What follows belongs to an exercise in optimizing a design on an open flow for small area; a production flow would make more cautious choices.
The RTL was checked by simulation tests, not by an equivalence proof against the original design.
Power figures rest on the tool's default switching activity, not on a simulated workload.

==> inputs of run a <==
Design bmp280_spi_uart_v2005, start of the top module:
module bmp280_spi_uart_v2005
#(
  parameter CLK_HZ = 50000,
  parameter BAUD   = 5000,
  parameter SCK_HZ = 12500
)(
  input  wire clk,
  input  wire rst_n,
  output wire spi_csn,
  output wire spi_sck,
  output wire spi_mosi,
  input  wire spi_miso,
  output wire uart_tx
);
  reg [6:0] g;                  
  wire [5:0] t = g[5:0];
  wire eow = (t == 6'd63);
  reg [6:0] pc;
  reg [7:0] j;
  reg first, f2;
  reg sp;
  wire [1:0] cls;
  wire [4:0] xs;
  wire [3:0] ys;
  wire [3:0] ki;
  wire [2:0] msrc;
  wire [3:0] jc;
  wire [1:0] jend;
  wire mmul;
  wire fsub;
  wire clr;
  wire mdiv;
  wire mdve;
  wire md10;
  wire conv;
  wire isT;
  wire [1:0] subm;
  wire dA;
  wire dB;
  wire dC;
  wire dD;
  wire whi;
  wire bsx;
  wire xinv;
  wire ltsign;
  wire lnz;
  wire ldsign;
  wire nzg;
  wire [7:0] chr;
  wire [1:0] ctype;
  wire [2:0] spit;
  wire lastpc;
  assign cls[0] = (pc == 7'd1) | (pc == 7'd19) | (pc == 7'd28) | (pc == 7'd29) | (pc == 7'd30) | (pc == 7'd31) | (pc == 7'd32) | (pc == 7'd33) | (pc == 7'd35) | (pc == 7'd103);
  ...
clock: 1000.0 ns
lec_check: 0
abc_area: 1
cap_margin: 20
core_margin: 2
core_utilization: 55
gpl_timing_driven: 0
place_density: 0.7
slew_margin: 20
synth_memory_max_bits: 16384
standard.sh (not shown) runs the stock make flow with config.mk's settings and CLKGATE_MAP_FILE= SYNTH_SCRIPT=/design/flow/synth_recipe.tcl, a recipe that flattens the netlist after the stock synthesis.
==> flow/flow/run.sh <==
#!/bin/bash
# Own layout flow:
#  1. the standard synthesis (standard.sh synth), unchanged;
#  2. its combinational logic re-mapped for area with a stronger ABC script
#     (resynth.ys, opt.abc); every register instance is kept as it is, same
#     name and cell;
#  3. the standard layout from that netlist, with clock tree synthesis
#     using clkbuf_4 clusters and no dummy loads.
# Each tool's output goes to a log file of its own in this folder.
set -euo pipefail
W=$PWD
R=$W/orfs/results/$FLOW_PLATFORM/bmp280_spi_uart_v2005/base
L=$W/orfs/logs/$FLOW_PLATFORM/bmp280_spi_uart_v2005/base
bash standard.sh synth > log_1_standard_synth.txt 2>&1
cp "$R/1_2_yosys.v" "$W/synth_standard.v"
LIB=$FLOW_HOME/platforms/$FLOW_PLATFORM/lib/sky130_fd_sc_hd__tt_025C_1v80.lib
DU=$(grep -o -- '-dont_use [A-Za-z0-9_]*' "$L/1_2_yosys.log" | sort -u | tr '\n' ' ')
YOSYS=$FLOW_HOME/../tools/install/yosys/bin/yosys
[ -x "$YOSYS" ] || YOSYS=yosys
sed -e "s|@LIB@|$LIB|g" -e "s|@DU@|$DU|g" -e "s|@IN@|$W/synth_standard.v|g" \
    -e "s|@OUT@|$W/synth_resynth.v|g" -e "s|@ABC@|$W/flow/opt.abc|g" -e "s|@TOP@|$FLOW_TOP|g" \
    flow/resynth.ys > "$W/resynth_run.ys"
"$YOSYS" -s "$W/resynth_run.ys" > log_2_resynth.txt 2>&1
cp "$W/synth_resynth.v" "$R/1_2_yosys.v"
rm -f "$R/1_synth.odb" "$R/1_synth.sdc"
bash standard.sh "CTS_ARGS=-sink_clustering_enable -repair_clock_nets -dont_use_dummy_load -buf_list {sky130_fd_sc_hd__clkbuf_4 sky130_fd_sc_hd__clkbuf_8} -sink_clustering_size 16 -sink_clustering_max_diameter 50" finish > log_3_standard_layout.txt 2>&1
==> flow/flow/opt.abc <==
&get -n
&deepsyn -T 60
&put
dch -f
amap
strash
dch -f
amap
topo
==> flow/flow/resynth.ys <==
# Re-map the combinational logic of the standard synthesis netlist for area.
# Register cells are kept as hierarchy (not flattened), so every register
# instance keeps its name and cell type.
read_liberty -ignore_miss_func @LIB@
read_verilog @IN@
hierarchy -top @TOP@
setattr -mod -set keep_hierarchy 1 sky130_fd_sc_hd__df* sky130_fd_sc_hd__edf* sky130_fd_sc_hd__sdf* sky130_fd_sc_hd__dl* sky130_fd_sc_hd__conb*
flatten
opt_clean
abc -liberty @LIB@ @DU@ -script @ABC@
opt_clean -purge
splitnets
opt_clean -purge
hilomap -singleton -hicell sky130_fd_sc_hd__conb_1 HI -locell sky130_fd_sc_hd__conb_1 LO
select @TOP@
stat -liberty @LIB@
write_verilog -noattr -nohex -nodec -selected @OUT@
==> inputs of run b, as changes to run a <==
--- a/flow/flow/run.sh
+++ b/flow/flow/run.sh
@@ -23,4 +23,4 @@
 "$YOSYS" -s "$W/resynth_run.ys" > log_2_resynth.txt 2>&1
 cp "$W/synth_resynth.v" "$R/1_2_yosys.v"
 rm -f "$R/1_synth.odb" "$R/1_synth.sdc"
-bash standard.sh "CTS_ARGS=-sink_clustering_enable -repair_clock_nets -dont_use_dummy_load -buf_list {sky130_fd_sc_hd__clkbuf_4 sky130_fd_sc_hd__clkbuf_8} -sink_clustering_size 16 -sink_clustering_max_diameter 50" finish > log_3_standard_layout.txt 2>&1
+bash standard.sh "CTS_ARGS=-sink_clustering_enable -repair_clock_nets -dont_use_dummy_load -buf_list sky130_fd_sc_hd__clkbuf_4 -sink_clustering_size 10 -sink_clustering_max_diameter 35" finish > log_3_standard_layout.txt 2>&1
==> qor summary <==
|  | run b | run a |
|---|---|---|
| Worst-case setup margin in the final layout | 793.03 ns | 793.14 ns |
| Final period util | 20.7% | 20.7% |
| Share of post-route cells with drive strength above 1 | 4.62% | 3.20% |
| Met2 Usage GRT | 40.3% | 41.4% |
| Highest signal layer in the routed design | met4 | met5 |
| Worst reg2reg setup slack | 992.14 ns | 992.01 ns |
| Slew at the pin closest to its max-slew limit | 1.03 ns | 1.03 ns |
| Maximum VDD drop | 0.00197 mV | 0.00179 mV |
| Maximum clock frequency | 4.83 MHz | 4.83 MHz |
| GRT met1 Usage | 35.1% | 35.2% |
| Switching part of the total power | 19.5% | 19.0% |
| Root buf cell | clkbuf_4 | clkbuf_8 |
| Wire length of the first global-routing pass | 51700 um | 51600 um |
| Number of global-route vias before repair | 9031 | 8851 |
| Worst-case hold path end point | A[60]$_DFF_P_ | A[38]$_DFF_P_ |
| Outcome | complete, no violations | complete, no violations |
| Sequential Power Share | 70.8% | 68.5% |
| Post-Route WL | 33500 um | 33600 um |
| Overall power | 0.0280 mW | 0.0289 mW |
| Proportion of cell area spent on the clock network | 3.00% | 3.71% |
| Buffering overhead | 0.407% | 0.404% |

separate check: timing with driven ports:
No port has a modelled driver above. Below, the same layouts with a new extraction and two added sets of constraints.
Step 1: set_driving_cell puts a clkbuf_16 on clk and a buf_2 on each other input, an assumption about the parent block.
Step 2 also shifts input and output timing later by t, the mid clock arrival at the registers, as if the neighbouring blocks saw the same clock.
a / b / c = ideal / step 1 / step 2; a / b = the first two.
run	shift t [ns]	setup slack, ns	latest minus earliest clock arrival (ns)	pins driven straight from the clock port
run a	0.585	793.139 / 793.095 / 793.680	0.083 / 0.082	1
run b	0.726	793.025 / 792.979 / 793.705	0.051 / 0.051	1
After both steps every run listed still meets setup and hold.
